This design comes from an exercise in tuning for a short achievable clock period and few clock cycles on the open sky130 flow, not from production work. Function was checked by simulation only, so behaviour that the tests miss may differ from the original. Power is estimated from default activity; no workload was simulated.

File: flow/run.sh
#!/bin/bash
# synth_recipe.tcl (not shown) runs the flow's synth.tcl, then flattens the netlist and writes it again
# the make line also repeats each setting of config.mk as NAME=value (left out here)
make -C /OpenROAD-flow-scripts/flow DESIGN_CONFIG=/design/flow/config.mk WORK_HOME=/design/flow/orfs CLKGATE_MAP_FILE= SYNTH_SCRIPT=/design/flow/synth_recipe.tcl finish
File: flow/config.mk
export PLATFORM = sky130hd
export DESIGN_NAME = mp3_datapath
export DESIGN_NICKNAME = mp3_datapath
export VERILOG_FILES = /design/flow/design.v
export SDC_FILE = /design/flow/constraint.sdc
export NUM_CORES = 4
export LEC_CHECK = 0
export CAP_MARGIN = 20
export CORE_MARGIN = 2
export CORE_UTILIZATION = 40
export SLEW_MARGIN = 20
File: flow/constraint.sdc
create_clock -name core_clock -period 15.0 [get_ports {clk}]
set_input_delay 3.0000 -clock core_clock [delete_from_list [all_inputs] [get_ports {clk}]]
set_output_delay 3.0000 -clock core_clock [all_outputs]
set_load 0.01 [all_outputs]
File: flow/design.v
package rv32i_types;
typedef enum bit [6:0] {
    op_lui   = 7'b0110111,  
    op_auipc = 7'b0010111,  
    op_jal   = 7'b1101111,  
    op_jalr  = 7'b1100111,  
    op_br    = 7'b1100011,  
    op_load  = 7'b0000011,  
    op_store = 7'b0100011,  
    op_imm   = 7'b0010011,  
    op_reg   = 7'b0110011,  
    op_csr   = 7'b1110011   
} rv32i_opcode;
typedef enum bit [2:0] {
    beq  = 3'b000,
    bne  = 3'b001,
    blt  = 3'b100,
    bge  = 3'b101,
    bltu = 3'b110,
    bgeu = 3'b111
} branch_funct3_t;
typedef enum bit [2:0] {
    lb  = 3'b000,
    lh  = 3'b001,
    lw  = 3'b010,
    lbu = 3'b100,
    lhu = 3'b101
} load_funct3_t;
typedef enum bit [2:0] {
    sb = 3'b000,
    sh = 3'b001,
    sw = 3'b010
} store_funct3_t;
typedef enum bit [2:0] {
    add  = 3'b000,  
    sll  = 3'b001,
    slt  = 3'b010,
    sltu = 3'b011,
    axor = 3'b100,
    sr   = 3'b101,  
    aor  = 3'b110,
    aand = 3'b111
} arith_funct3_t;
typedef enum bit [2:0] {
    alu_add = 3'b000,
    alu_sll = 3'b001,
    alu_sra = 3'b010,
    alu_sub = 3'b011,
    alu_xor = 3'b100,
    alu_srl = 3'b101,
    alu_or  = 3'b110,
    alu_and = 3'b111
} alu_ops;
typedef logic [31:0] rv32i_word;
typedef logic [4:0] rv32i_reg;
typedef logic [3:0] rv32i_mem_wmask;
typedef struct packed {
	rv32i_opcode opcode;
	alu_ops aluop;
	logic [2:0] regfilemux_sel;
	logic load_regfile;
	logic alumux1_sel; 
	logic [2:0] alumux2_sel;
	logic cmpmux_sel; 
	logic [1:0] memdatamux_sel;
	branch_funct3_t cmpop;
	rv32i_reg rd;
	logic [1:0] store_op;
	logic load_op;
	logic sign_sel;
	logic jalr_addr_sel;
	logic is_branch;
	logic is_jump;
	logic data_mem_read;
	logic data_mem_write;
	rv32i_reg rs1;
	rv32i_reg rs2;
	logic [7:0] bp_update_index;
} rv32i_control_word;
endpackage : rv32i_types
module register #(parameter width = 32)
(
    input clk,
    input rst,
    input load,
    input [width-1:0] in,
    output logic [width-1:0] out
);
logic [width-1:0] data;
always_ff @(posedge clk)
begin
    if (rst)
    begin
        data <= '0;
    end
    else if (load)
    begin
        data <= in;
    end
end
always_comb
begin
    out = data;
end
endmodule
module pc_register #(parameter width = 32)
(
    input clk,
    input rst,
    input load,
    input [width-1:0] in,
    output logic [width-1:0] out
);
logic [width-1:0] data;
always_ff @(posedge clk)
begin
    if (rst)
    begin
        data <= 32'h00000060;
    end
    else if (load)
    begin
        data <= in;
    end
end
always_comb
begin
    out = data;
end
endmodule
module regfile
(
    input clk,
    input load,
    input [31:0] in,
    input [4:0] src_a, src_b, dest,
    output logic [31:0] reg_a, reg_b
);
logic [31:0] data [32]  ;
always_ff @(posedge clk)
begin
    if (load && dest)
    begin
        data[dest] <= in;
    end
end
always_comb
begin
    reg_a = src_a ? data[src_a] : 0;
    reg_b = src_b ? data[src_b] : 0;
end
endmodule
module mux2 #(parameter width = 32)
(
	input sel,
	input [width-1:0] a, b,
	output logic [width-1:0] f
);
	always_comb
	begin
		if (sel == 0)
			f = a;
		else
			f = b;
	end
endmodule
module mux4 #(parameter width = 32)
(
	input logic [1:0] sel,
	input [width-1:0] a, b, c, d, 
	output logic [width-1:0] f
);
	always_comb
	begin
		if (sel == 0)
			f = a;
		else if (sel == 1)
			f = b;
		else if (sel == 2)
			f = c;
		else 
			f = d;		
	end
endmodule
module mux8 #(parameter width = 32)
(
	input logic [2:0] sel,
	input [width-1:0] a, b, c, d, aa, bb, cc, dd,
	output logic [width-1:0] f
);
	always_comb
	begin
		if (sel == 0)
			f = a;
		else if (sel == 1)
			f = b;
		else if (sel == 2)
			f = c;
		else if (sel == 3)
			f = d;
		else if (sel == 4)
			f = aa;
		else if (sel == 5)
			f = bb;
		else if (sel == 6)
			f = cc;
		else 
			f = dd;
	end
endmodule
import rv32i_types::*;
module alu
(
    input rv32i_types::alu_ops aluop,
    input [31:0] a, b,
    output logic [31:0] f
);
always_comb
begin
    case (aluop)
        alu_add:  f = a + b;
        alu_sll:  f = a << b[4:0];
        alu_sra:  f = $signed(a) >>> b[4:0];
        alu_sub:  f = a - b;
        alu_xor:  f = a ^ b;
        alu_srl:  f = a >> b[4:0];
        alu_or:   f = a | b;
        alu_and:  f = a & b;
    endcase
end
endmodule
import rv32i_types::*;
module cmp
(
	input rv32i_types::rv32i_word rs1,
	input rv32i_types::rv32i_word cmpmux,
	input rv32i_types::branch_funct3_t cmpop,
	output logic br_en
);
logic signed [31:0] rs1_signed;
logic signed [31:0] cmpmux_signed;
assign rs1_signed = $signed(rs1);
assign cmpmux_signed = $signed(cmpmux);
always_comb
begin
	br_en = 0;
	case(cmpop)
		beq: begin
			if (rs1 == cmpmux)
				br_en = 1;
		end
		bne: begin
			if (rs1 != cmpmux)
				br_en = 1;
		end
		blt: begin
			if (rs1_signed < cmpmux_signed)
				br_en = 1;
		end
		bge: begin
			if (rs1_signed >= cmpmux_signed)
				br_en = 1;
		end
		bltu: begin
			if (rs1 < cmpmux)
				br_en = 1;
		end
		bgeu: begin
			if (rs1 >= cmpmux)
				br_en = 1;
		end
	endcase
end
endmodule
import rv32i_types::*;
module forwarding_unit
(
	input rv32i_types::rv32i_reg rs1,
	input rv32i_types::rv32i_reg rs2,
	input rv32i_types::rv32i_reg mem_rd,
	input rv32i_types::rv32i_reg wb_rd,
	input rv32i_types::rv32i_reg decode_rs1,
	input rv32i_types::rv32i_reg decode_rs2,
	input rv32i_types::rv32i_opcode mem_opcode,
	input rv32i_types::rv32i_opcode wb_opcode,
	output logic [1:0] forwardA_sel,
	output logic [1:0] forwardB_sel,
	output logic decode_forwardA_sel,
	output logic decode_forwardB_sel
);
always_comb begin
	forwardA_sel = 2'b00;
	forwardB_sel = 2'b00;
	decode_forwardA_sel = 1'b0;
	decode_forwardB_sel = 1'b0;
	if( (wb_rd != 5'b0) && ((wb_opcode != op_store) && (wb_opcode != op_br)) ) begin
		forwardA_sel[1] = (rs1 == wb_rd);
		forwardB_sel[1] = (rs2 == wb_rd);
		decode_forwardA_sel = (decode_rs1 == wb_rd);
		decode_forwardB_sel = (decode_rs2 == wb_rd);
	end
	if( (mem_rd != 5'b0) && ((mem_opcode != op_store) && (mem_opcode != op_br)) ) begin
		forwardA_sel[0] = (rs1 == mem_rd);
		forwardB_sel[0] = (rs2 == mem_rd);
	end
end
endmodule
import rv32i_types::*;
module load_instr_block
(
	input rv32i_types::rv32i_word wb_mem_rdata,
	input rv32i_types::rv32i_word wb_alu_out,
	input logic wb_sign_sel,
	input logic wb_load_op,
	output rv32i_types::rv32i_word load_data_out
);
rv32i_types::rv32i_word lh_upper, lh_lower, lhu_upper, lhu_lower, lb_0, lb_1, lb_2, lb_3, lbu_0, lbu_1, lbu_2, lbu_3;
rv32i_types::rv32i_word load_half_signed_out, load_byte_signed_out, load_half_unsigned_out, load_byte_unsigned_out, load_signed_out, load_unsigned_out;
assign lh_upper = $signed(wb_mem_rdata[31:16]);
assign lh_lower = $signed(wb_mem_rdata[15:0]);
assign lhu_upper = {16'h0, wb_mem_rdata[31:16]};
assign lhu_lower = {16'h0, wb_mem_rdata[15:0]};	
assign lb_0 = $signed(wb_mem_rdata[7:0]);
assign lb_1 = $signed(wb_mem_rdata[15:8]);
assign lb_2 = $signed(wb_mem_rdata[23:16]);
assign lb_3 = $signed(wb_mem_rdata[31:24]);
assign lbu_0 = {24'h0, wb_mem_rdata[7:0]};
assign lbu_1 = {24'h0, wb_mem_rdata[15:8]};
assign lbu_2 = {24'h0, wb_mem_rdata[23:16]};
assign lbu_3 = {24'h0, wb_mem_rdata[31:24]};
mux2 load_half_signed
(
	.sel(wb_alu_out[1]),
	.a(lh_lower),
	.b(lh_upper),
	.f(load_half_signed_out)
);
mux4 load_byte_signed
(
	.sel(wb_alu_out[1:0]),
	.a(lb_0),
	.b(lb_1),
	.c(lb_2),
	.d(lb_3),
	.f(load_byte_signed_out)
);
mux2 load_half_unsigned
(
	.sel(wb_alu_out[1]),
	.a(lhu_lower),
	.b(lhu_upper),
	.f(load_half_unsigned_out)
);
mux4 load_byte_unsigned
(
	.sel(wb_alu_out[1:0]),
	.a(lbu_0),
	.b(lbu_1),
	.c(lbu_2),
	.d(lbu_3),
	.f(load_byte_unsigned_out)
);
mux2 load_signed
(
	.sel(wb_load_op),
	.a(load_half_signed_out),
	.b(load_byte_signed_out),
	.f(load_signed_out)
);
mux2 load_unsigned
(
	.sel(wb_load_op),
	.a(load_half_unsigned_out),
	.b(load_byte_unsigned_out),
	.f(load_unsigned_out)
);
mux2 load_instr_final
(
	.sel(wb_sign_sel),
	.a(load_signed_out),
	.b(load_unsigned_out),
	.f(load_data_out)
);
endmodule
import rv32i_types::*;
module mem_byte_enable_block
(
	input rv32i_types::rv32i_word mem_alu_out,
	input [1:0] mem_store_op,
	output logic [3:0] mem_byte_enable
);
logic [3:0] store_half_out;
logic [3:0] store_byte_out;
mux2 #(4) store_half
(
	.sel(mem_alu_out[1]),
	.a(4'b0011),
	.b(4'b1100),
	.f(store_half_out)
);
mux4 #(4) store_byte
(
	.sel(mem_alu_out[1:0]),
	.a(4'b0001),
	.b(4'b0010),
	.c(4'b0100),
	.d(4'b1000),
	.f(store_byte_out)
);
mux4 #(4) store_op
(
	.sel(mem_store_op),
	.a(4'b0000),
	.b(store_half_out),
	.c(store_byte_out),
	.d(4'b1111),
	.f(mem_byte_enable)
);
endmodule
import rv32i_types::*;
module control_rom
(
	input rv32i_types::rv32i_opcode opcode,
	input logic [2:0] funct3,
	input logic [6:0] funct7,
	input rv32i_types::rv32i_reg rd,
	input rv32i_types::rv32i_reg rs1,
	input rv32i_types::rv32i_reg rs2,
	input cache_hit,
	input rv32i_types::rv32i_opcode ex_opcode,
	input rv32i_types::rv32i_opcode mem_opcode,
	input rv32i_types::rv32i_reg prev_rd,
	input ex_br_en,
	input old_branch_hazard,
	input [7:0] bp_update_index,
	input [31:0] branch_target,
	input [31:0] id_pc,
	input [31:0] ex_pc,
	output rv32i_types::rv32i_control_word ctrl,
	output logic pipeline_continue ,
	output logic load_use_hazard,
	output logic branch_hazard,
	output logic pc_correction_sel
);
logic output_bubble;
logic [31:0] next_addr;
assign next_addr = ex_pc + 4;
always_comb begin
	output_bubble = 1'b0;
	branch_hazard = 1'b0;
	pc_correction_sel = 1'b0;
	if( ((ex_opcode == op_br) && (ex_br_en == 1'b1)) || (ex_opcode == op_jal) || (ex_opcode == op_jalr) ) begin
		if(id_pc != branch_target) begin
			output_bubble = 1'b1;
			branch_hazard = 1'b1;
		end
	end
	if( (ex_opcode == op_br) && (ex_br_en == 1'b0) ) begin
		if(id_pc != next_addr) begin
			output_bubble = 1'b1;
			branch_hazard = 1'b1;
			pc_correction_sel = 1'b1;
		end	
	end
	if(old_branch_hazard) begin
		output_bubble = 1'b1;
	end
end
always_comb
begin 
	pipeline_continue = cache_hit;
	load_use_hazard = 1'b1;
	ctrl.opcode = opcode;
	ctrl.load_regfile = 1'b0;
	ctrl.aluop = rv32i_types::alu_ops'(funct3);
	ctrl.cmpop = rv32i_types::branch_funct3_t'(funct3);
	ctrl.regfilemux_sel = 3'b0;
	ctrl.rd = rd;
	ctrl.rs1 = rs1;
	ctrl.rs2 = rs2;
	ctrl.alumux1_sel = 1'b0;
	ctrl.alumux2_sel = 3'b0;
	ctrl.cmpmux_sel = 1'b0;
	ctrl.memdatamux_sel = 2'b0;
	ctrl.store_op = 2'b0;
	ctrl.load_op = 1'b0;
	ctrl.sign_sel = 1'b0;
	ctrl.is_jump = 1'b0;
	ctrl.is_branch = 1'b0;
	ctrl.jalr_addr_sel = 1'b0;
	ctrl.data_mem_read = 1'b0;
	ctrl.data_mem_write = 1'b0;
	ctrl.bp_update_index = bp_update_index;
	case(opcode)
		op_lui: begin
			ctrl.regfilemux_sel = 3'b010;  
			ctrl.load_regfile = 1'b1;
		end 
		op_auipc: begin
			ctrl.aluop = alu_add;
			ctrl.alumux1_sel = 1'b1;
			ctrl.alumux2_sel = 3'b1;
			ctrl.load_regfile = 1'b1;  
		end
		op_jal: begin
			ctrl.aluop = alu_add;
			ctrl.is_jump = 1'b1;
			ctrl.alumux1_sel = 1'b1;
			ctrl.alumux2_sel = 3'b100;
			ctrl.regfilemux_sel = 3'b100;
			ctrl.load_regfile = 1'b1;
		end
		op_jalr: begin
			ctrl.aluop = alu_add;
			ctrl.is_jump = 1'b1;
			ctrl.regfilemux_sel = 3'b100;
			ctrl.load_regfile = 1'b1;
			ctrl.jalr_addr_sel = 1'b1;
		end
		op_br: begin
			ctrl.is_branch = 1'b1;
			ctrl.alumux1_sel = 1'b1;
			ctrl.alumux2_sel = 3'b010;
			ctrl.aluop = alu_add;
		end
		op_load: begin
			ctrl.data_mem_read = 1'b1;
			ctrl.aluop = alu_add;
			case(funct3)
				3'b000: begin
					ctrl.load_op = 1'b1; 
					ctrl.sign_sel = 1'b0;
					ctrl.regfilemux_sel = 3'b101;
				end 
				3'b001: begin
					ctrl.load_op = 1'b0;
					ctrl.sign_sel = 1'b0;
					ctrl.regfilemux_sel = 3'b101;
				end
				3'b010: begin
					ctrl.regfilemux_sel = 3'b011;
				end
				3'b100: begin
					ctrl.load_op = 1'b1;
					ctrl.sign_sel = 1'b1;
					ctrl.regfilemux_sel = 3'b101;
				end
				3'b101: begin
					ctrl.load_op = 1'b0;
					ctrl.sign_sel = 1'b1;
					ctrl.regfilemux_sel = 3'b101;
				end
				default: ;  
			endcase
			ctrl.load_regfile = 1'b1;
		end
		op_store: begin
			ctrl.data_mem_write = 1'b1;
			ctrl.aluop = alu_add;
			ctrl.alumux2_sel = 3'b011;
			case(funct3)
				3'b000: begin
					ctrl.memdatamux_sel = 2'b10;
					ctrl.store_op = 2'b10;
				end
				3'b001: begin
					ctrl.memdatamux_sel = 2'b01;
					ctrl.store_op = 2'b01;
				end
				3'b010: begin
					ctrl.store_op = 2'b11;
				end
				default: ;  
			endcase
		end
		op_imm: begin
			ctrl.load_regfile = 1'b1;
			case(funct3)
				3'b010: begin 
					ctrl.cmpop = blt;
					ctrl.cmpmux_sel = 1'b1;
					ctrl.regfilemux_sel = 3'b1;
				end
				3'b011: begin
					ctrl.cmpop = bltu;
					ctrl.cmpmux_sel = 1'b1;
					ctrl.regfilemux_sel = 3'b1;
				end
				3'b101: begin 
					case(funct7)
						7'b0000000: begin 
							ctrl.aluop = alu_srl;
						end
						7'b0100000: begin 
							ctrl.aluop = alu_sra;
						end 
						default:   ;
					endcase
				end
				default: ;   
			endcase
		end
		op_reg: begin
			ctrl.load_regfile = 1'b1;
			ctrl.alumux2_sel = 3'b101;
			case(funct3)
				3'b000: begin
					case(funct7)
						7'b0000000: begin 
							ctrl.aluop = alu_add;
						end 
						7'b0100000: begin 
							ctrl.aluop = alu_sub;
						end
						default:   ;
					endcase
				end 
				3'b010: begin 
					ctrl.cmpop = blt;
					ctrl.regfilemux_sel = 3'b1;
				end 
				3'b011: begin 	
					ctrl.cmpop = bltu;
					ctrl.regfilemux_sel = 3'b1;
				end 
				3'b101: begin 
					case(funct7) 
						7'b0000000: begin 
							ctrl.aluop = alu_srl;
						end 
						7'b0100000: begin
							ctrl.aluop = alu_sra;
						end 
						default:   ;
					endcase 
				end
				default: begin 
					ctrl.aluop = rv32i_types::alu_ops'(funct3);
				end 
			endcase
		end
		op_csr: ;  
		default: begin
			ctrl = 0;
		end 
	endcase
	if( (ex_opcode == op_load) && ((rs1 == prev_rd) || (rs2 == prev_rd)) ) begin
		load_use_hazard = 1'b0;
		ctrl.opcode = op_imm;
		ctrl.load_regfile = 1'b1;
		ctrl.aluop = alu_add;
		ctrl.cmpop = rv32i_types::branch_funct3_t'(3'b011);
		ctrl.regfilemux_sel = 3'b0;
		ctrl.rd = 5'b0;
		ctrl.rs1 = 5'b0;
		ctrl.rs2 = 5'b0;
		ctrl.alumux1_sel = 1'b0;
		ctrl.alumux2_sel = 3'b0;
		ctrl.cmpmux_sel = 1'b0;
		ctrl.memdatamux_sel = 2'b0;
		ctrl.store_op = 2'b0;
		ctrl.load_op = 1'b0;
		ctrl.sign_sel = 1'b0;
		ctrl.is_branch = 1'b0;
		ctrl.is_jump = 1'b0;
		ctrl.jalr_addr_sel = 1'b0;
		ctrl.data_mem_read = 1'b0;
		ctrl.data_mem_write = 1'b0;
	end
	if(output_bubble) begin
		ctrl.opcode = op_imm;
		ctrl.load_regfile = 1'b1;
		ctrl.aluop = alu_add;
		ctrl.cmpop = rv32i_types::branch_funct3_t'(3'b011);
		ctrl.regfilemux_sel = 3'b0;
		ctrl.rd = 5'b0;
		ctrl.rs1 = 5'b0;
		ctrl.rs2 = 5'b0;
		ctrl.alumux1_sel = 1'b0;
		ctrl.alumux2_sel = 3'b0;
		ctrl.cmpmux_sel = 1'b0;
		ctrl.memdatamux_sel = 2'b0;
		ctrl.store_op = 2'b0;
		ctrl.load_op = 1'b0;
		ctrl.sign_sel = 1'b0;
		ctrl.is_branch = 1'b0;
		ctrl.is_jump = 1'b0;
		ctrl.jalr_addr_sel = 1'b0;
		ctrl.data_mem_read = 1'b0;
		ctrl.data_mem_write = 1'b0;
	end
end
endmodule
module IF_ID_reg
(
	input clk,
	input rst,
	input logic load,
	input [31:0] if_pc_out,
	output logic [31:0] id_pc_out
);
register pc_out_reg
(	
	.clk(clk),
	.rst(rst),
	.load(load),
	.in(if_pc_out),
	.out(id_pc_out)
);
endmodule
import rv32i_types::*;
module ID_EX_reg
(
	input clk,
	input rst,
	input logic load,
	input logic hazard,
	input logic branch,
	input rv32i_types::rv32i_word id_pc_out,
	input rv32i_types::rv32i_control_word id_ctrl_word,
	input rv32i_types::rv32i_word id_rs1_out,
	input rv32i_types::rv32i_word id_rs2_out,
	input rv32i_types::rv32i_word id_i_imm,
	input rv32i_types::rv32i_word id_u_imm,
	input rv32i_types::rv32i_word id_b_imm,
	input rv32i_types::rv32i_word id_s_imm,
	input rv32i_types::rv32i_word id_j_imm,
	output rv32i_types::rv32i_word ex_pc_out, 
	output rv32i_types::rv32i_control_word ex_ctrl_word,
	output rv32i_types::rv32i_word ex_rs1_out,
	output rv32i_types::rv32i_word ex_rs2_out,
	output rv32i_types::rv32i_word ex_i_imm,
	output rv32i_types::rv32i_word ex_u_imm,
	output rv32i_types::rv32i_word ex_b_imm,
	output rv32i_types::rv32i_word ex_s_imm,
	output rv32i_types::rv32i_word ex_j_imm
);
logic [31:0] i_imm_out;
logic [31:0] pc_mux_out;
register pc_out_reg
(	
	.clk(clk),
	.rst(rst),
	.load(load),
	.in(pc_mux_out),
	.out(ex_pc_out)
);
register #(56) ctrl_word_reg  
(	
	.clk(clk),
	.rst(rst),
	.load(load),
	.in(id_ctrl_word),
	.out(ex_ctrl_word)
);
register rs1_out_reg
(	
	.clk(clk),
	.rst(rst),
	.load(load),
	.in(id_rs1_out),
	.out(ex_rs1_out)
);
register rs2_out_reg
(	
	.clk(clk),
	.rst(rst),
	.load(load),
	.in(id_rs2_out),
	.out(ex_rs2_out)
);
register i_imm_reg
(	
	.clk(clk),
	.rst(rst),
	.load(load),
	.in(i_imm_out),
	.out(ex_i_imm)
);
register u_imm_reg
(	
	.clk(clk),
	.rst(rst),
	.load(load),
	.in(id_u_imm),
	.out(ex_u_imm)
);
register b_imm_reg
(	
	.clk(clk),
	.rst(rst),
	.load(load),
	.in(id_b_imm),
	.out(ex_b_imm)
);
register s_imm_reg
(	
	.clk(clk),
	.rst(rst),
	.load(load),
	.in(id_s_imm),
	.out(ex_s_imm)
);
register j_imm_reg
(	
	.clk(clk),
	.rst(rst),
	.load(load),
	.in(id_j_imm),
	.out(ex_j_imm)
);
mux2 i_imm_mux
(
	.sel(hazard),
	.a(32'b0),
	.b(id_i_imm),
	.f(i_imm_out)
);
mux2 pc_mux
(
	.sel(~hazard | branch),
	.a(id_pc_out),
	.b(32'b0),
	.f(pc_mux_out)
);
endmodule
import rv32i_types::*;
module EX_MEM_reg
(
	input clk,
	input rst,
	input logic load,
	input rv32i_types::rv32i_word ex_pc_out,
	input rv32i_types::rv32i_control_word ex_ctrl_word,
	input rv32i_types::rv32i_word ex_alu_out,
	input logic ex_br_en,
	input rv32i_types::rv32i_word ex_mem_wdata,
	input rv32i_types::rv32i_word ex_u_imm,
	output rv32i_types::rv32i_word mem_pc_out, 
	output rv32i_types::rv32i_control_word mem_ctrl_word,
	output rv32i_types::rv32i_word mem_alu_out,
	output logic mem_br_en,
	output rv32i_types::rv32i_word mem_mem_wdata,
	output rv32i_types::rv32i_word mem_u_imm
);
register pc_out_reg
(	
	.clk(clk),
	.rst(rst),
	.load(load),
	.in(ex_pc_out),
	.out(mem_pc_out)
);
register #(56) ctrl_word_reg  
(	
	.clk(clk),
	.rst(rst),
	.load(load),
	.in(ex_ctrl_word),
	.out(mem_ctrl_word)
);
register alu_out_reg
(	
	.clk(clk),
	.rst(rst),
	.load(load),
	.in(ex_alu_out),
	.out(mem_alu_out)
);
register #(1) br_en_reg
(	
	.clk(clk),
	.rst(rst),
	.load(load),
	.in(ex_br_en),
	.out(mem_br_en)
);
register mem_wdata_reg
(	
	.clk(clk),
	.rst(rst),
	.load(load),
	.in(ex_mem_wdata),
	.out(mem_mem_wdata)
);
register u_imm_reg
(	
	.clk(clk),
	.rst(rst),
	.load(load),
	.in(ex_u_imm),
	.out(mem_u_imm)
);
endmodule
import rv32i_types::*;
module MEM_WB_reg
(
	input clk,
	input rst,
	input logic load,
	input rv32i_types::rv32i_word mem_pc_out,
	input rv32i_types::rv32i_control_word mem_ctrl_word,
	input rv32i_types::rv32i_word mem_alu_out,
	input logic mem_br_en,
	input rv32i_types::rv32i_word mem_u_imm,
	output rv32i_types::rv32i_word wb_pc_out, 
	output rv32i_types::rv32i_control_word wb_ctrl_word,
	output rv32i_types::rv32i_word wb_alu_out,
	output logic wb_br_en,
	output rv32i_types::rv32i_word wb_u_imm
);
register pc_out_reg
(	
	.clk(clk),
	.rst(rst),
	.load(load),
	.in(mem_pc_out),
	.out(wb_pc_out)
);
register #(56) ctrl_word_reg  
(	
	.clk(clk),
	.rst(rst),
	.load(load),
	.in(mem_ctrl_word),
	.out(wb_ctrl_word)
);
register alu_out_reg
(	
	.clk(clk),
	.rst(rst),
	.load(load),
	.in(mem_alu_out),
	.out(wb_alu_out)
);
register #(1) br_en_reg
(	
	.clk(clk),
	.rst(rst),
	.load(load),
	.in(mem_br_en),
	.out(wb_br_en)
);
register u_imm_reg
(	
	.clk(clk),
	.rst(rst),
	.load(load),
	.in(mem_u_imm),
	.out(wb_u_imm)
);
endmodule
import rv32i_types::*;
module mp3_datapath
(
	input clk,
	input rst,
	input rv32i_types::rv32i_word data_mem_rdata,
	input rv32i_types::rv32i_word instr_mem_rdata,
	input cache_hit,
	output rv32i_types::rv32i_word instr_mem_addr,
	output rv32i_types::rv32i_word data_mem_addr,
	output logic [3:0] data_mem_byte_en,
	output rv32i_types::rv32i_word data_mem_wdata,
	output logic data_mem_read,
	output logic data_mem_write
);
logic pipeline_continue;
rv32i_types::rv32i_word if_pcmux_out;
rv32i_types::rv32i_word if_pc_plus4_out;
logic pcmux_sel;
rv32i_types::rv32i_word if_pc_out;
rv32i_types::rv32i_word jalr_addr_mux_out;
rv32i_types::rv32i_word jalr_target;
rv32i_types::rv32i_control_word id_ctrl_word;
rv32i_types::rv32i_word id_pc_out;
rv32i_types::rv32i_opcode opcode;
logic [2:0] funct3;
logic [6:0] funct7;
rv32i_types::rv32i_reg rs1, rs2, rd;
rv32i_types::rv32i_word id_rs1_out, id_rs2_out;
rv32i_types::rv32i_word id_i_imm,id_u_imm, id_b_imm, id_s_imm, id_j_imm;
rv32i_types::rv32i_word decode_forwardA_out, decode_forwardB_out;
logic decode_forwardA_sel, decode_forwardB_sel;
logic load_use_hazard;
logic branch_hazard;
logic hazard_reg_out;
logic [31:0] instr_reg_out, instr_mux_out;
logic old_branch_hazard;
rv32i_types::rv32i_control_word ex_ctrl_word;
rv32i_types::rv32i_word ex_pc_out;
rv32i_types::rv32i_word ex_rs1_out, ex_rs2_out;
rv32i_types::rv32i_word ex_i_imm,ex_u_imm, ex_b_imm, ex_s_imm, ex_j_imm;
rv32i_types::rv32i_word ex_rs2_half, ex_rs2_byte;
rv32i_types::rv32i_word ex_alumux1_out, ex_alumux2_out;
rv32i_types::rv32i_word ex_forwardA, ex_forwardB;
rv32i_types::rv32i_word ex_cmpmux_out;
rv32i_types::rv32i_word ex_alu_out;
logic ex_br_en;
rv32i_types::rv32i_word ex_mem_wdata;
rv32i_types::rv32i_word wb_forward_out;
rv32i_types::rv32i_control_word mem_ctrl_word;
rv32i_types::rv32i_word mem_pc_out;
rv32i_types::rv32i_word mem_alu_out;
rv32i_types::rv32i_word mem_mem_wdata;
logic mem_br_en;
rv32i_types::rv32i_word mem_u_imm;
rv32i_types::rv32i_word mem_pc_plus_four;
rv32i_types::rv32i_control_word wb_ctrl_word;
rv32i_types::rv32i_word wb_pc_out;
rv32i_types::rv32i_word wb_alu_out;
logic wb_br_en;
rv32i_types::rv32i_word wb_u_imm;
rv32i_types::rv32i_word wb_mem_rdata;
rv32i_types::rv32i_word wb_pc_plus_four;
rv32i_types::rv32i_word wb_load_data_out;
rv32i_types::rv32i_word wb_regfilemux_out;
logic [1:0] forwardA_sel;
logic [1:0] forwardB_sel;
logic [31:0] mem_forward_out;
logic [7:0] bp_read_index;
logic bp_prediction;
logic BTB_match;
logic [31:0] BTB_target;
logic [31:0] BTB_mux_out;
logic pc_correction_sel;
logic [31:0] pc_correction_mux_out;
logic prediction_sel;
logic data_mem_read_temp;
logic data_mem_write_temp;
logic [31:0] data_mem_rdata_temp;
assign instr_mem_addr = BTB_mux_out;
assign opcode = rv32i_types::rv32i_opcode'(instr_mux_out[6:0]);
assign funct3 = instr_mux_out[14:12];
assign funct7 = instr_mux_out[31:25];
assign rs1 = instr_mux_out[19:15];
assign rs2 = instr_mux_out[24:20];
assign rd = instr_mux_out[11:7];
assign id_i_imm = {{21{instr_mux_out[31]}}, instr_mux_out[30:20]};
assign id_s_imm = {{21{instr_mux_out[31]}}, instr_mux_out[30:25], instr_mux_out[11:7]};
assign id_b_imm = {{20{instr_mux_out[31]}}, instr_mux_out[7], instr_mux_out[30:25], instr_mux_out[11:8], 1'b0};
assign id_u_imm = {instr_mux_out[31:12], 12'h000};
assign id_j_imm = {{12{instr_mux_out[31]}}, instr_mux_out[19:12], instr_mux_out[20], instr_mux_out[30:21], 1'b0};
assign wb_mem_rdata = data_mem_rdata_temp;
assign data_mem_read_temp = mem_ctrl_word.data_mem_read;
assign data_mem_write_temp = mem_ctrl_word.data_mem_write;
assign data_mem_addr= mem_alu_out;
assign data_mem_wdata = mem_mem_wdata;
assign if_pc_plus4_out = BTB_mux_out + 4;
assign pcmux_sel = branch_hazard;
assign jalr_target = (ex_alu_out & 32'hfffffffe);
assign ex_rs2_half = {ex_forwardB[15:0], ex_forwardB[15:0]};
assign ex_rs2_byte = {ex_forwardB[7:0], ex_forwardB[7:0], ex_forwardB[7:0], ex_forwardB[7:0]};
assign wb_pc_plus_four = wb_pc_out + 4;
assign mem_pc_plus_four = mem_pc_out + 4;
assign prediction_sel = 1'b0;
pc_register pc
(
	.clk(clk),
	.rst(rst),
	.load(pipeline_continue & load_use_hazard),
	.in(pc_correction_mux_out),
	.out(if_pc_out)
);
mux2 pcmux
(
	.sel(pcmux_sel),
	.a(if_pc_plus4_out),
	.b(jalr_addr_mux_out),
	.f(if_pcmux_out)
);
mux2 jalr_addr_mux 
(
	.sel(ex_ctrl_word.jalr_addr_sel),
	.a(ex_alu_out),
	.b(jalr_target),
	.f(jalr_addr_mux_out)
);
mux2 pc_correction_mux
(
	.sel(pc_correction_sel),
	.a(if_pcmux_out),
	.b(ex_pc_out + 4),
	.f(pc_correction_mux_out)
);
IF_ID_reg IF_ID_reg
(
	.clk(clk),
	.rst(rst),
	.load(pipeline_continue & load_use_hazard),
	.if_pc_out(BTB_mux_out),
	.id_pc_out(id_pc_out)
);
control_rom control_rom
(
	.opcode(opcode),
	.funct3(funct3),
	.funct7(funct7),
	.rd(rd),
	.rs1(rs1),
	.rs2(rs2),
	.cache_hit(cache_hit),
	.ex_opcode(ex_ctrl_word.opcode),
	.mem_opcode(mem_ctrl_word.opcode),
	.prev_rd(ex_ctrl_word.rd),
	.ex_br_en(ex_br_en),
	.old_branch_hazard(old_branch_hazard),
	.bp_update_index(bp_read_index),
	.branch_target(jalr_addr_mux_out),
	.id_pc(id_pc_out),
	.ex_pc(ex_pc_out),
	.ctrl(id_ctrl_word),
	.pipeline_continue(pipeline_continue),
	.load_use_hazard(load_use_hazard),
	.branch_hazard(branch_hazard),
	.pc_correction_sel(pc_correction_sel)
);
regfile regfile
(
	.clk(clk),
	.load(wb_ctrl_word.load_regfile),
	.in(wb_regfilemux_out),
	.src_a(rs1),
	.src_b(rs2),
	.dest(wb_ctrl_word.rd),
	.reg_a(id_rs1_out), 
	.reg_b(id_rs2_out)
);
mux2 decode_forwardA_mux
(
	.sel(decode_forwardA_sel),
	.a(id_rs1_out),
	.b(wb_regfilemux_out),
	.f(decode_forwardA_out)
);
mux2 decode_forwardB_mux
(
	.sel(decode_forwardB_sel),
	.a(id_rs2_out),
	.b(wb_regfilemux_out),
	.f(decode_forwardB_out)
);
register instr_reg
(
	.clk(clk),
	.rst(rst),
	.load(pipeline_continue),
	.in(instr_mem_rdata),
	.out(instr_reg_out)
);
register #(1) hazard_reg
(
	.clk(clk),
	.rst(rst),
	.load(pipeline_continue),
	.in(load_use_hazard),
	.out(hazard_reg_out)
);
mux2 instr_mux
(
	.sel(hazard_reg_out),
	.a(instr_reg_out),
	.b(instr_mem_rdata),
	.f(instr_mux_out)
);
register #(1) br_en_reg
(
	.clk(clk),
	.rst(rst),
	.load(pipeline_continue),
	.in(branch_hazard),
	.out(old_branch_hazard)
);
ID_EX_reg ID_EX_reg
(
	.clk(clk),
	.rst(rst),
	.load(pipeline_continue),
	.hazard(load_use_hazard),
	.branch(branch_hazard),
	.id_pc_out(id_pc_out),
	.id_ctrl_word(id_ctrl_word),
	.id_rs1_out(decode_forwardA_out),
	.id_rs2_out(decode_forwardB_out),
	.id_i_imm(id_i_imm),
	.id_u_imm(id_u_imm),
	.id_b_imm(id_b_imm),
	.id_s_imm(id_s_imm),
	.id_j_imm(id_j_imm),
	.ex_pc_out(ex_pc_out),
	.ex_ctrl_word(ex_ctrl_word),
	.ex_rs1_out(ex_rs1_out),
	.ex_rs2_out(ex_rs2_out),
	.ex_i_imm(ex_i_imm),
	.ex_u_imm(ex_u_imm),
	.ex_b_imm(ex_b_imm),
	.ex_s_imm(ex_s_imm),
	.ex_j_imm(ex_j_imm)
);
mux2 alumux1
(
	.sel(ex_ctrl_word.alumux1_sel),
	.a(ex_forwardA),
	.b(ex_pc_out),
	.f(ex_alumux1_out)
);
mux8 alumux2
(
	.sel(ex_ctrl_word.alumux2_sel),
	.a(ex_i_imm),
	.b(ex_u_imm),
	.c(ex_b_imm),
	.d(ex_s_imm),
	.aa(ex_j_imm),	
	.bb(ex_forwardB),				 
	.cc(32'b0),	 
	.dd(32'b0),	 
	.f(ex_alumux2_out)
);
mux2 cmpmux
(
	.sel(ex_ctrl_word.cmpmux_sel),
	.a(ex_forwardB),
	.b(ex_i_imm),
	.f(ex_cmpmux_out)
);
mux4 memdatamux
(
	.sel(ex_ctrl_word.memdatamux_sel),
	.a(ex_forwardB),
	.b(ex_rs2_half),
	.c(ex_rs2_byte),
	.d(32'b0),		 
	.f(ex_mem_wdata)
);
alu alu 
(
	.aluop(ex_ctrl_word.aluop),
	.a(ex_alumux1_out),
	.b(ex_alumux2_out),
	.f(ex_alu_out)
);
cmp cmp 
(
	.cmpop(ex_ctrl_word.cmpop),
	.rs1(ex_forwardA),
	.cmpmux(ex_cmpmux_out),
	.br_en(ex_br_en)
);
mux4 forwardA_mux
(
	.sel(forwardA_sel),
	.a(ex_rs1_out),
	.b(mem_forward_out),
	.c(wb_regfilemux_out),
	.d(mem_forward_out),
	.f(ex_forwardA)
);
mux4 forwardB_mux
(
	.sel(forwardB_sel),
	.a(ex_rs2_out),
	.b(mem_forward_out),
	.c(wb_regfilemux_out),
	.d(mem_forward_out),
	.f(ex_forwardB)
);
EX_MEM_reg EX_MEM_reg
(
	.clk(clk),
	.rst(rst),
	.load(pipeline_continue),
	.ex_pc_out(ex_pc_out),
	.ex_ctrl_word(ex_ctrl_word),
	.ex_alu_out(jalr_addr_mux_out),
	.ex_br_en(ex_br_en),
	.ex_mem_wdata(ex_mem_wdata),
	.ex_u_imm(ex_u_imm),
	.mem_pc_out(mem_pc_out),
	.mem_ctrl_word(mem_ctrl_word),
	.mem_alu_out(mem_alu_out),
	.mem_br_en(mem_br_en),
	.mem_mem_wdata(mem_mem_wdata),
	.mem_u_imm(mem_u_imm)
);
mem_byte_enable_block mbe_block 
(
	.mem_alu_out(mem_alu_out),
	.mem_store_op(mem_ctrl_word.store_op),
	.mem_byte_enable(data_mem_byte_en)
);
MEM_WB_reg MEM_WB_reg
(
	.clk(clk),
	.rst(rst),
	.load(pipeline_continue),
	.mem_pc_out(mem_pc_out),
	.mem_ctrl_word(mem_ctrl_word),
	.mem_alu_out(mem_alu_out),
	.mem_br_en(mem_br_en),
	.mem_u_imm(mem_u_imm),
	.wb_pc_out(wb_pc_out),
	.wb_ctrl_word(wb_ctrl_word),
	.wb_alu_out(wb_alu_out),
	.wb_br_en(wb_br_en),
	.wb_u_imm(wb_u_imm)
);
mux8 mem_forward_mux
(
	.sel(mem_ctrl_word.regfilemux_sel),
	.a(mem_alu_out),
	.b({31'h0, mem_br_en}),
	.c(mem_u_imm),
	.d(32'b0),
	.aa(mem_pc_plus_four),	
	.bb(32'b0),				 
	.cc(32'b0),	 
	.dd(32'b0),	 
	.f(mem_forward_out)
);
mux8 regfilemux
(
	.sel(wb_ctrl_word.regfilemux_sel),
	.a(wb_alu_out),
	.b({31'h0, wb_br_en}),
	.c(wb_u_imm),
	.d(wb_mem_rdata),
	.aa(wb_pc_plus_four),	
	.bb(wb_load_data_out),				 
	.cc(32'b0),	 
	.dd(32'b0),	 
	.f(wb_regfilemux_out)
);
load_instr_block load_instr_block
(
	.wb_mem_rdata(wb_mem_rdata),
	.wb_alu_out(wb_alu_out),
	.wb_sign_sel(wb_ctrl_word.sign_sel),
	.wb_load_op(wb_ctrl_word.load_op),
	.load_data_out(wb_load_data_out)
);
forwarding_unit forwarding_unit
(
	.rs1(ex_ctrl_word.rs1),
	.rs2(ex_ctrl_word.rs2),
	.mem_rd(mem_ctrl_word.rd),
	.wb_rd(wb_ctrl_word.rd),
	.decode_rs1(rs1),
	.decode_rs2(rs2),
	.mem_opcode(mem_ctrl_word.opcode),
	.wb_opcode(wb_ctrl_word.opcode),
	.forwardA_sel(forwardA_sel),
	.forwardB_sel(forwardB_sel),
	.decode_forwardA_sel(decode_forwardA_sel),
	.decode_forwardB_sel(decode_forwardB_sel)
);
assign bp_read_index = 8'b0;
assign bp_prediction = 1'b0;
assign BTB_match = 1'b0;
assign BTB_target = 32'b0;
mux2 #(32) BTB_mux
(
	.sel(prediction_sel),
	.a(if_pc_out),
	.b(BTB_target),
	.f(BTB_mux_out)
);
assign data_mem_read = data_mem_read_temp;
assign data_mem_write = data_mem_write_temp;
assign data_mem_rdata_temp = data_mem_rdata;
endmodule
==> results.toml <==
[grt]
antenna_found_initial = 20
grt_pass1_wl_um = 585000
grt_pass1_vias = 69724
grt_use_total_pct = 37.6
overflow = 0
grt_max_degree = 128

[yosys]
synth-edff-count = 1024
synth_top_area_cell = "edfxtp_1"
yosysUniqueCellTypes = 123
ys_seq_area_share_pct = 46.8
yosysMostFrequentCell = "edfxtp_1"
synth_top_area_share_pct = 35.0
synth-warning-count = 15
syn_inst = 7996
syn_area_per_cell_sq_um = 11.0
async_flop_share_pct = 0
ys.flop_type = "edfxtp_1"
synth-seq-cells = 1541
synth_common_cells = "edfxtp_1 (1024), nand2_1 (969), nor2_1 (830), dfxtp_1 (517), mux4_2 (515)"
yosys-top-cells-area = "edfxtp_1 (35%), mux4_2 (13%), dfxtp_1 (12%)"
netlist_area_sq_um = 87800

[floorplanning]
die-area_sq_um = 223000
coreArea_sq_um = 219000
die_w_um = 473
ios = 169
initial_utilization_pct = 40.1
rows = 172
die-height_um = 473

[clock_tree]
cts-root-buf = "clkbuf_16"
cts_max_level = 4
cts_tree = "yes"
post_cts_buffers = 0
clockBufferDepth = 3
cts_sinks = 1541
cts_buffers = 170
clk_latency_ns = 0.86
clk_pin_slew_worst_paths_ns = 0.06
ctsResizeCount = 0
cts.hold.buffers_added = 0

[sta]
tightest_slew_ns = 1.25
rsz0062_at_grt = "no"
setup_tns_ns = 0
slew_viol_final = 0
fmax_mhz = 82.3
maxSlewHeadroom_pct = 16.0
finalCriticalPeriod_ns = 12.15
finalSetupViolCount = 0
period_share_pct = 81.0
hold_violations = 0
skew_ns = 0.0830

[cells_and_area]
area_delta_synth_final_pct = 12.9
fin_cells = 11056
top_register = "regfile.data"
largest_reg_flops = 1024
drive_gt1_share_pct = 16.0
finalNetCount = 8247
fillers = 20207
largestRegisters = "regfile.data (1024), ID_EX_reg.ctrl_word_reg.data (46)"

[route]
avgRoutedWirePerCell_um = 38.9
drc = 0
vias_per_cell = 6.77
final_antenna_net_count = 0
dr.pass1.iters = 8
drtIter0Drc = 11302
drt-total-wl_um = 431000
num_vias = 74813

[pwr]
p_switching_mw = 3.68
clock_power_share_pct = 36.4
peakVddDrop_mv = 0.108
seq_power_share_pct = 41.6
p_leak_nw = 34.7
combPwrFrac_pct = 22.0
cellPowerDensity_nw_per_um2 = 115
internal-power_mw = 7.77
p_sw_share_pct = 32.1

[placement]
dpl.hpwl_um = 305000
place.gp.congestion = 1.10
io_buffers = 168
dp_cells = 10735

[worst_hold_path]
hp-class = "reg2reg"
whs_endpoint = "ID_EX_reg.rs2_out_reg.data[17]$_SDFFE_PP0P_"
min_from = "ID_EX_reg.rs2_out_reg.data[17]$_SDFFE_PP0P_"
min_path_cells = 2

[job]
timing.max_cap.violations = 0

[setup_path]
arrival_ns = 12.88
critical_path.max_fanout = 29
r2r_setup_slack_ns = 4.40
reg2reg_from = "MEM_WB_reg.ctrl_word_reg.data[44]$_SDFFE_PP0P_"
rr_worst_depth = 36
cp-start-kind = "primary input"
r2r-end = "ID_EX_reg.ctrl_word_reg.data[27]$_SDFFE_PP0P_"
slowest_stage = "o211ai_1"
max_stage_delay_ns = 0.73
critical_path_class = "in2reg"
crit_path_end_kind = "flop"
worstPathRequired_ns = 15.73
cp-startpoint = "data_mem_rdata[29]"

[outcome]
outcome = "timing/DRC/antenna clean"
[power by group through the flow]
stage	combinational [mW]	clock, mW	sequential [mW]
6_report	2.51	4.17	4.76
5_1_grt	2.59	4.38	4.76
4_1_cts	2.44	4.22	4.75
3_5_place_dp	2.43	0	4.84
3_3_place_gp	2.43	0	4.84
2_1_floorplan	1.36	0	4.77
[kinds of logic after synthesis]
kind of cell,count (synthesis),share of synthesized area [%]
AND/OR/NAND/NOR,2736,14.1
AO/OA/AOI/OAI,1642,13.3
flip-flops,1541,46.8
multiplexers,943,18.2
buffers and inverters,799,3.67
XOR/XNOR,192,1.91
adder cells (fa/ha/maj),142,2.03
other,1,0.00427
[placed cells by master, fill, tap and decap left out, drive strengths merged, types with 79 or more instances in the layout]
cell type | Yosys | final
clkdlybuf4s50 | 0 | 166
o21ai | 290 | 290
dfxtp | 517 | 517
mux2i | 384 | 384
a31oi | 122 | 122
o211ai | 79 | 79
mux4 | 515 | 515
nor2 | 832 | 832
o22ai | 94 | 94
inv | 166 | 174
nand2 | 969 | 969
xnor2 | 131 | 131
a211oi | 120 | 120
clkbuf | 413 | 227
nand3 | 258 | 258
and3 | 101 | 101
buf | 217 | 302
ha | 141 | 141
nor3 | 179 | 179
a21oi | 261 | 261
edfxtp | 1024 | 1024
[layout make-up]
class | count | area [sq um] | share of cell area (%)
Tap cell | 2871 | 3590 | 3.62
Inverter | 169 | 637 | 0.642
Sequential cell | 1541 | 41100 | 41.5
Antenna cell | 9 | 22.5 | 0.0227
Multi-Input combinational cell | 5687 | 44300 | 44.6
Timing Repair Buffer | 469 | 4040 | 4.07
Clock buffer | 226 | 4600 | 4.64
Clock inverter | 84 | 913 | 0.921
[worst max-delay path by stage]
stage                                                    endpoint  depth (start not counted)  slack, ns
floorplan                                pc.data[29]$_SDFFE_PP0P_                         34       4.45
global placement    ID_EX_reg.ctrl_word_reg.data[36]$_SDFFE_PP0P_                         34       1.99
detailed placement  ID_EX_reg.ctrl_word_reg.data[27]$_SDFFE_PP0P_                         34       1.97
CTS                 ID_EX_reg.ctrl_word_reg.data[27]$_SDFFE_PP0P_                         34       2.82
global route        ID_EX_reg.ctrl_word_reg.data[27]$_SDFFE_PP0P_                         36       2.20
finish              ID_EX_reg.ctrl_word_reg.data[27]$_SDFFE_PP0P_                         34       2.85
[worst max-delay path, delay by kind of cell]
family | cells | cell delay, ns
simple gates | 11 | 3.00
mux | 1 | 0.47
compound gates | 15 | 4.54
xor+xnor | 1 | 0.15
buf+inv | 5 | 1.31
fa+ha+maj | 1 | 0.37
[stage by stage]
| step | hold slack (ns) | utilization [%] | cell area (sq um) | setup WS, ns | power [mW] |
|---|---|---|---|---|---|
| 3_3_place_gp | 0.467 | 42.7 | 93500 | 1.99 | 7.27 |
| 5_1_grt | 0.504 | 45.3 | 99100 | 2.20 | 11.7 |
| 3_5_place_dp | 0.475 | 42.7 | 93600 | 1.97 | 7.27 |
| 6_report | 0.484 | 45.3 | 99200 | 2.85 | 11.4 |
| 2_1_floorplan | 0.425 | - | 88000 | 4.45 | 6.13 |
| 4_1_cts | 0.482 | 45.2 | 99100 | 2.82 | 11.4 |
[layer usage]
layer | up-vias | global-route usage, % | wire length, um
met5 | - | 0 | 64
met4 | 10 | 23.1 | 32100
met3 | 992 | 8.53 | 44400
met2 | 5069 | 57.4 | 191000
met1 | 38025 | 48.6 | 163000
li1 | 30717 | - | -
Testbench counts, summed over its fixed seeds: cycles 80,177.

-- re-timing with driven ports --
The flow's constraints put no driver on any port. The routed layout listed below was extracted and timed again, unchanged, in two steps.
Step 1 sets driving cells, clkbuf_16 on the clock port and buf_2 on the other inputs (assumed; they add their load-dependent delay and slew).
Step 2 moves the port delays by t, midway between the first and last clock arrival at a register: inputs arrive t later, outputs are due t later. That takes back most of the time a late clock gives input paths.
a / b / c = ideal ports / drivers / drivers and shift; a / b = the first two.
t (ns): 0.915
setup WS [ns]: 2.851 / 2.919 / 2.004
hold slack, ns: 0.484 / 0.484 / 0.484
slew at the worst register clock pin (ns): 0.07 / 0.07
worst slew at a driven data input, ns: 0.08
After both steps setup and hold are still met in this run. For this run, drivers alone change the setup slack by +0.068 ns; drivers and shift together by -0.847 ns.
